Context: an optimization exercise on an open-source flow, tuned for a short achievable clock period and few clock cycles. The choices shown serve that exercise and are no tape-out recipe. Only simulation tests tie the RTL to the original design; equivalence was not proved. Power figures rest on the tool's default switching activity, not on a simulated workload.

==> run.sh <==
#!/bin/bash
# synth_recipe.tcl (not shown) runs the flow's synth.tcl, then flattens the netlist and writes it again
# the make line also repeats each setting of config.mk as NAME=value (left out here)
make -C /OpenROAD-flow-scripts/flow DESIGN_CONFIG=/design/flow/config.mk WORK_HOME=/design/flow/orfs CLKGATE_MAP_FILE= SYNTH_SCRIPT=/design/flow/synth_recipe.tcl finish
==> config.mk <==
export PLATFORM = sky130hd
export DESIGN_NAME = cpu
export DESIGN_NICKNAME = cpu
export VERILOG_FILES = /design/flow/design.v
export SDC_FILE = /design/flow/constraint.sdc
export NUM_CORES = 4
export LEC_CHECK = 0
export ABC_CLOCK_PERIOD_IN_PS = 3000
export CAP_MARGIN = 20
export CORE_MARGIN = 2
export CORE_UTILIZATION = 40
export SETUP_SLACK_MARGIN = 3.0
export SLEW_MARGIN = 20
==> constraint.sdc <==
create_clock -name core_clock -period 6.2 [get_ports {clk}]
set_input_delay 1.2400 -clock core_clock [delete_from_list [all_inputs] [get_ports {clk}]]
set_output_delay 1.2400 -clock core_clock [all_outputs]
set_load 0.01 [all_outputs]
==> design.v <==
module cpu(clk,rst_n, iaddr, instr, wdata, we, addr, re, rdata, hlt);
input clk,rst_n;
input [15:0] instr;
input [15:0] rdata;
output we, re;
output [15:0] iaddr;
output [15:0] addr;
output [15:0] wdata;
output hlt;
function [15:0] satadd;
  input [15:0] a, b;
  reg [15:0] s;
  begin
    s = a + b;
    if (a[15] == b[15] && s[15] != a[15])
      satadd = a[15] ? 16'h8000 : 16'h7fff;
    else
      satadd = s;
  end
endfunction
wire        redirect;         
wire [15:0] redirect_pc;
wire        stall_id;         
wire        halt_dec;         
reg         halted;
reg  [15:0] pc;
reg  [15:0] ras;              
wire [15:0] pc1 = pc + 16'd1;
wire [3:0]  if_op    = instr[15:12];
wire        if_jal   = (if_op == 4'hD);
wire        if_br    = (if_op == 4'hC) & (|instr[8:0]);
wire        if_jr    = (if_op == 4'hE);
wire        if_br_pt = if_br & ((&instr[11:9]) | instr[8]);    
wire [15:0] if_off   = if_jal ? {{4{instr[11]}}, instr[11:0]} : {{7{instr[8]}}, instr[8:0]};
wire [15:0] if_tgt   = satadd(pc1, if_off);
always @(posedge clk, negedge rst_n)
  if (!rst_n)
    pc <= 16'h0000;
  else if (redirect)
    pc <= redirect_pc;
  else if (!stall_id)
    pc <= (if_jal | if_br_pt) ? if_tgt : if_jr ? ras : pc1;
always @(posedge clk, negedge rst_n)
  if (!rst_n)
    ras <= 16'h0000;
  else if (!redirect && !stall_id && if_jal)
    ras <= pc1;
assign iaddr = pc;
reg         v_d;
reg  [15:0] instr_d;
reg  [15:0] pc1_d;
reg         pt_d;             
reg  [15:0] alt_d;            
always @(posedge clk, negedge rst_n)
  if (!rst_n)
    v_d <= 1'b0;
  else if (redirect || halt_dec || halted)
    v_d <= 1'b0;
  else if (!stall_id)
    v_d <= 1'b1;
always @(posedge clk)
  if (!stall_id) begin
    instr_d <= instr;
    pc1_d   <= pc1;
    pt_d    <= if_br_pt;
    alt_d   <= if_jr ? ras : if_br_pt ? pc1 : if_tgt;
  end
wire [3:0] op   = instr_d[15:12];
wire [3:0] f_rd = instr_d[11:8];
wire [3:0] f_rs = instr_d[7:4];
wire [3:0] f_rt = instr_d[3:0];
wire d_add  = (op == 4'h0);
wire d_addz = (op == 4'h1);
wire d_sub  = (op == 4'h2);
wire d_and  = (op == 4'h3);
wire d_nor  = (op == 4'h4);
wire d_sll  = (op == 4'h5);
wire d_srl  = (op == 4'h6);
wire d_sra  = (op == 4'h7);
wire d_lw   = (op == 4'h8);
wire d_sw   = (op == 4'h9);
wire d_lhb  = (op == 4'hA);
wire d_llb  = (op == 4'hB);
wire d_br   = (op == 4'hC) & (|instr_d[8:0]);
wire d_jal  = (op == 4'hD);
wire d_jr   = (op == 4'hE);
wire d_hlt  = (op == 4'hF);
wire d_rr    = d_add | d_addz | d_sub | d_and | d_nor;    
wire d_shift = d_sll | d_srl | d_sra;
wire d_sum   = d_add | d_addz | d_lw | d_sw | d_llb | d_jal;
wire d_wr    = d_rr | d_shift | d_lw | d_lhb | d_llb | d_jal;
wire d_setz  = d_rr | d_shift;
wire d_setnv = d_add | d_addz | d_sub;
wire [3:0] ra    = d_lhb ? f_rd : (d_llb | d_jal) ? 4'h0 : f_rs;
wire [3:0] rb    = d_sw ? f_rd : f_rt;
wire [3:0] d_dst = d_jal ? 4'hF : f_rd;
wire use_a_ex = d_rr | d_shift | d_lw | d_sw | d_jr;
wire use_b_ex = d_rr;
reg  [15:0] rf [1:15];
wire [15:0] rf_a = (ra == 4'h0) ? 16'h0000 : rf[ra];
wire [15:0] rf_b = (rb == 4'h0) ? 16'h0000 : rf[rb];
reg         v_m_wr;           
reg  [3:0]  dst_m;
reg  [15:0] res_m;
reg         re_m, we_m;
reg  [15:0] wdata_m;
wire [15:0] dm_res = re_m ? rdata : res_m;
wire a_dm = v_m_wr & (dst_m == ra) & (|ra);
wire b_dm = v_m_wr & (dst_m == rb) & (|rb);
wire [15:0] a_val = a_dm ? dm_res : rf_a;
wire [15:0] y_val = b_dm ? dm_res : rf_b;
wire [15:0] imm_val = (d_lw | d_sw) ? {{12{instr_d[3]}}, instr_d[3:0]} :
                      d_jal          ? pc1_d :
                                       {{8{instr_d[7]}}, instr_d[7:0]};
wire [15:0] b_val = d_rr ? y_val : imm_val;
reg         v_e;
reg  [15:0] a_e, b_e, c_e;
reg         bypA_e, bypB_e, bypC_e;
reg         f_sum_e, f_sub_e, f_and_e, f_nor_e, f_sll_e, f_shr_e, f_lhb_e;
reg         sra_e;
reg  [3:0]  shamt_e;
reg  [3:0]  dst_e;
reg         wr_e, addz_e, lw_e, sw_e, setz_e, setnv_e, br_e, jr_e, pt_e;
reg  [2:0]  cc_e;
reg  [15:0] alt_e;
reg         zf, nf, vf;
wire e_writes = v_e & wr_e & ~(addz_e & ~zf);
assign stall_id = v_d & v_e & lw_e & (|dst_e) &
                  ((use_a_ex & (dst_e == ra)) | (use_b_ex & (dst_e == rb)));
assign halt_dec = v_d & d_hlt & ~redirect;
always @(posedge clk, negedge rst_n)
  if (!rst_n)
    halted <= 1'b0;
  else if (halt_dec)
    halted <= 1'b1;
wire issue = v_d & ~stall_id & ~redirect & ~halted;
always @(posedge clk, negedge rst_n)
  if (!rst_n) begin
    v_e <= 1'b0;
  end else begin
    v_e <= issue & ~d_hlt;
  end
always @(posedge clk) begin
  a_e     <= a_val;
  b_e     <= b_val;
  c_e     <= y_val;
  bypA_e  <= e_writes & (dst_e == ra) & (|ra);
  bypB_e  <= e_writes & (dst_e == rb) & (|rb) & d_rr;
  bypC_e  <= e_writes & (dst_e == rb) & (|rb);
  f_sum_e <= d_sum;
  f_sub_e <= d_sub;
  f_and_e <= d_and;
  f_nor_e <= d_nor;
  f_sll_e <= d_sll;
  f_shr_e <= d_srl | d_sra;
  f_lhb_e <= d_lhb;
  sra_e   <= d_sra;
  shamt_e <= f_rt;
  dst_e   <= d_dst;
  wr_e    <= d_wr;
  addz_e  <= d_addz;
  lw_e    <= d_lw;
  sw_e    <= d_sw;
  setz_e  <= d_setz;
  setnv_e <= d_setnv;
  br_e    <= d_br;
  jr_e    <= d_jr;
  pt_e    <= pt_d;
  cc_e    <= instr_d[11:9];
  alt_e   <= alt_d;
end
wire [15:0] A = bypA_e ? res_m : a_e;
wire [15:0] B = bypB_e ? res_m : b_e;
wire [15:0] Bx  = f_sub_e ? ~B : B;
wire [15:0] sum = A + Bx + {15'd0, f_sub_e};
wire sat_pos = ~A[15] & ~Bx[15] &  sum[15];
wire sat_neg =  A[15] &  Bx[15] & ~sum[15];
wire ovf = sat_pos | sat_neg;
wire [15:0] sum_sat = sat_pos ? 16'h7fff : sat_neg ? 16'h8000 : sum;
wire [15:0] shl = A << shamt_e;
wire        shin = sra_e & A[15];
wire [15:0] shr1 = shamt_e[0] ? {shin, A[15:1]} : A;
wire [15:0] shr2 = shamt_e[1] ? {{2{shin}}, shr1[15:2]} : shr1;
wire [15:0] shr4 = shamt_e[2] ? {{4{shin}}, shr2[15:4]} : shr2;
wire [15:0] shr  = shamt_e[3] ? {{8{shin}}, shr4[15:8]} : shr4;
wire [7:0] lhb_lo = bypA_e ? dm_res[7:0] : a_e[7:0];
wire [15:0] res_e = ({16{f_sum_e | f_sub_e}} & sum_sat) |
                    ({16{f_and_e}} & (A & B)) |
                    ({16{f_nor_e}} & ~(A | B)) |
                    ({16{f_sll_e}} & shl) |
                    ({16{f_shr_e}} & shr) |
                    ({16{f_lhb_e}} & {b_e[7:0], lhb_lo});
wire [15:0] c_fwd = bypC_e ? dm_res : c_e;
always @(posedge clk, negedge rst_n)
  if (!rst_n) begin
    zf <= 1'b0; nf <= 1'b0; vf <= 1'b0;
  end else begin
    if (v_e & setz_e)  zf <= ~|res_e;
    if (v_e & setnv_e) begin nf <= res_e[15]; vf <= ovf; end
  end
reg taken;
always @* begin
  case (cc_e)
    3'b000: taken = ~zf;
    3'b001: taken = zf;
    3'b010: taken = ~zf & ~nf;
    3'b011: taken = nf;
    3'b100: taken = zf | ~nf;
    3'b101: taken = nf | zf;
    3'b110: taken = vf;
    default: taken = 1'b1;
  endcase
end
wire br_mis = v_e & br_e & (taken ^ pt_e);
wire jr_mis = v_e & jr_e & (A != alt_e);
assign redirect    = br_mis | jr_mis;
assign redirect_pc = jr_e ? A : alt_e;
always @(posedge clk, negedge rst_n)
  if (!rst_n) begin
    v_m_wr <= 1'b0;
    re_m   <= 1'b0;
    we_m   <= 1'b0;
  end else begin
    v_m_wr <= e_writes;
    re_m   <= v_e & lw_e;
    we_m   <= v_e & sw_e;
  end
always @(posedge clk) begin
  dst_m   <= dst_e;
  res_m   <= res_e;
  wdata_m <= c_fwd;
end
always @(posedge clk)
  if (v_m_wr && (|dst_m))
    rf[dst_m] <= dm_res;
assign addr  = res_m;
assign re    = re_m;
assign we    = we_m;
assign wdata = wdata_m;
assign hlt   = halted;
endmodule
==> run notes <==
## logic make-up after synthesis
kind of cell	after synthesis
AO/OA/AOI/OAI	538
buffers and inverters	203
AND/OR/NAND/NOR	719
flip-flops	461
adder cells (fa/ha/maj)	35
multiplexers	198
XOR/XNOR	95
## layout make-up
| type | instances | area (sq um) | area share |
|---|---|---|---|
| multi-input combinational | 1598 | 13270 | 0.4127 |
| sequential | 461 | 12350 | 0.3841 |
| timing repair buffer | 354 | 3590 | 0.1116 |
| clock buffer | 66 | 1384 | 0.04304 |
| tap | 782 | 978.4 | 0.03043 |
| clock inverter | 28 | 341.6 | 0.01062 |
| inverter | 60 | 236.5 | 0.007354 |
| antenna | 1 | 2.502 | 0.00007782 |
## stage by stage
stage,power [W],cell area (sq um)
floorplan,0.006836,24710
global placement,0.008358,26400
detailed placement,0.008387,26400
CTS,0.01231,30610
global route,0.01331,32150
finish,0.01285,32150
## final timing paths
check,startpoint,end,slack [ps],cells after the start
min reg2reg,alt_d[0],alt_e[0],350,0
min in group asynchronous,rst_n,ras[12],720,2
max reg2reg,bypB_e,zf,2360,14
max,bypB_e,zf,2360,14
max in group asynchronous,rst_n,re_m,4910,2
min,alt_d[0],alt_e[0],350,0
## routing by layer
layer	routed length, um	up-vias	GRT usage
met5	0	-	0
met4	5163	0	0.1499
met3	8016	269	0.04918
li1	-	8981	-
met1	36610	10260	0.3744
met2	44280	1242	0.4565
## worst max-delay path: stages (launching register included)
cell and delay [ps]:
dfxtp_4 370, buf_12 160, mux2i_4 340, xnor2_4 170
ha_4 240, a21o_1 150, a21o_1 180, a221o_1 380
and2_4 170, a21o_1 180, o2111ai_2 210, nand2_2 140
a211o_1 260, or4_1 540, o31ai_2 240
## where the power goes
group | switching, W | internal [W]
Sequential | 0.000548 | 0.00399
Combinational | 0.00290 | 0.00228
Clock | 0.00133 | 0.00181
## layout by cell type, fill, tap and decap left out, drive strengths merged, types with 27 or more instances in the layout
master	instances
buf	265
mux4	100
xnor2	69
ha	33
nand3	69
nand2	331
o21ai	120
a21o	30
nor2	180
mux2i	83
dfxtp	131
clkbuf	71
clkdlybuf4s50	72
edfxtp	289
a31oi	27
inv	64
a21oi	164
a311oi	28
dfrtp	41
## timing repair
action / CTS / global route
resized for setup: 272 / 205
setup buffers: 142 / 59
gates cloned: 15 / 10
endpoints found under the setup margin: 170 / 150
hold buffers: 0 / 0
pin swaps: 75 / 107
## state kept, by name (all words and copies together), names as in the netlist, 4 cells and up
signal and flops:
wdata_m 16, a_e 16, c_e 16, instr_d 16
res_m 16, ras 16, pc1_d 16, pc 16
dst_m 4, shamt_e 4, b_e 16, rf 240
dst_e 4, alt_e 16, alt_d 16
## Yosys cell counts (all sizes together), types with 6 or more instances
cell type	instances	area (sq um)
nand2	330	1244
edfxtp	289	8678
nor2	180	678.2
a21oi	164	824.5
dfxtp	131	2623
o21ai	119	595.6
clkbuf	103	386.6
mux4	100	2252
mux2i	83	869.6
nand3	69	345.3
xnor2	69	604.3
inv	60	225.2
dfrtp	41	1026
buf	40	202.7
ha	33	412.9
a311oi	28	245.2
a31oi	27	168.9
a21o	26	195.2
xor2	26	227.7
nor3	25	125.1
o22ai	25	156.4
and2	22	137.6
a211oi	21	157.7
o211ai	21	157.7
a22o	20	175.2
nand2b	19	118.9
mux2	15	172.7
nor4	13	81.33
a221oi	12	105.1
nand4	9	56.30
a31o	8	70.07
and3	8	50.05
or2	8	50.06
a211o	7	61.31
nor2b	7	43.79
o21bai	7	52.55
o31ai	7	57.55
nand3b	6	45.04
==> reports/results.tsv <==
stage	metric	value	unit
logic_synthesis	ys_warn_count	1	
placement	dpl_worst_slack	1402	ps
critical_path	critPathMaxFanout	8	
timing	tightest_slew	1089	ps
critical_path	critPathKind	flip-flop to flip-flop	
detailed_routing	via_per_inst	6.194	
clocking	cts-root-buf	clkbuf_16	
timing	maxSlewHeadroom	0.2679	
logic_synthesis	yosysSeqAreaShare	0.5062	
logic_synthesis	synth-simple-area-share	0.1298	
logic_synthesis	synth_fa_ha_area_frac	0.01819	
logic_synthesis	synth_area	0.02435	sq mm
timing	grt_setup_unrepaired	true	
power_and_ir_drop	ir_worst_vdd	0.0002445	V
critical_path	critPathRequiredTime	6710	ps
clocking	cts_tree	done	
power_and_ir_drop	p_leak	11.95	nW
floorplanning	die_h	250.7	um
timing	timing_hold_violations_final	0	
clocking	clkTransAtPathRegs	70	ps
clocking	clk-insertion-delay-late	630	ps
detailed_routing	detail_route.wl_per_cell	28.08	um
final_layout	final_cells	3350	
logic_synthesis	synthMuxAreaShare	0.1353	
global_routing	grt_pass1_vias	19910	
floorplanning	num_rows	90	
detailed_routing	first_iter_violations	2375	
logic_synthesis	synth_top_family_by_area	compound AO/OA/AOI/OAI gates	
placement	place_congestion	0.9691	
critical_path	cp.arrival	4350	ps
min_path	hold_path.class	flip-flop to flip-flop	
timing	holdWs	349.1	ps
detailed_routing	drt-total-wl	94070	um
timing	fmax	0.2604	GHz
floorplanning	coreArea	0.06025	sq mm
power_and_ir_drop	powerDensity	399.6	mW/mm^2
logic_synthesis	synthXorXnorAreaFrac	0.03417	
logic_synthesis	syn_inst	2249	
critical_path	cp-start-kind	flip-flop	
global_routing	grt_pass1_wl	133300	um
logic_synthesis	synth-seq-cells	461	
logic_synthesis	async_reset_ff_frac	0.08894	
logic_synthesis	synth-edff-count	289	
clocking	clk_path_buf_depth	3	
floorplanning	die_width	250.7	um
logic_synthesis	synthDistinctLibCells	89	
status	status	no timing/DRC/antenna violations	
final_layout	drive_gt1_frac	0.3152	
final_layout	syn_to_final_growth	32.03	%
clocking	numCtsBuffers	50	
timing	finalSetupTns	0	ps
timing	timing.final.crit_share	0.6194	
global_routing	grt_usage	0.2859	
job	maxCapViolations	0	
clocking	cts_num_sinks	461	
timing	slew_violations	0	
detailed_routing	via_count	20750	
final_layout	final_core_util	0.5337	
detailed_routing	drc	0	
final_layout	nets	2593	
logic_synthesis	synth_nets	2317	
timing	finalCriticalPeriod	3840	ps
final_layout	num-fill-cells	5049	
global_routing	antenna_found_initial	2	
timing	setup_ws	2360	ps
logic_synthesis	synth.avg_cell_area	10.83	sq um
placement	placedCellCount	3029	
floorplanning	io_pins	85	
detailed_routing	drt-pass1-iter-count	6	
placement	place_hpwl	57530	um
timing	setup_violations	0	
logic_synthesis	synth_flop_cell	edfxtp_1	
global_routing	grt_overflow	0	
floorplanning	initial_core_util	0.4042	
floorplanning	fp.dieArea	0.06287	sq mm
placement	numPortBuffers	84	
critical_path	crit_path_end_kind	flip-flop	
global_routing	grt_max_degree	43	
clocking	h-tree-depth	2	
logic_synthesis	synth-compound-area-share	0.1430	
timing	skew	42.67	ps
detailed_routing	antenna_left	0	
Testbench counts, summed over its fixed seeds: cycles 71,233.

-- what the ideal ports hide --
How much do the figures lean on ideal ports? The routed layout below was timed once more, with nothing changed but the port constraints. Step 1, drivers: a clkbuf_16 drives clk and a buf_2 each remaining input, both assumed. Step 2 times the ports against the registers' clock, not the clock port: input delays grow and output delays shrink by t, the midpoint of the rising clock arrivals with the driver on. Three values: ideal, step 1, step 2; two values: the first two.
t, ns: 0.668
setup slack, ns: 2.360 / 2.360 / 1.793
worst slew at a driven data input, ns: 0.05
cell pins on the clock port's net: 1
After both steps this run still meets setup and hold. The setup slack of this run moves by 0.000 ns with the drivers and by -0.567 ns with both steps.
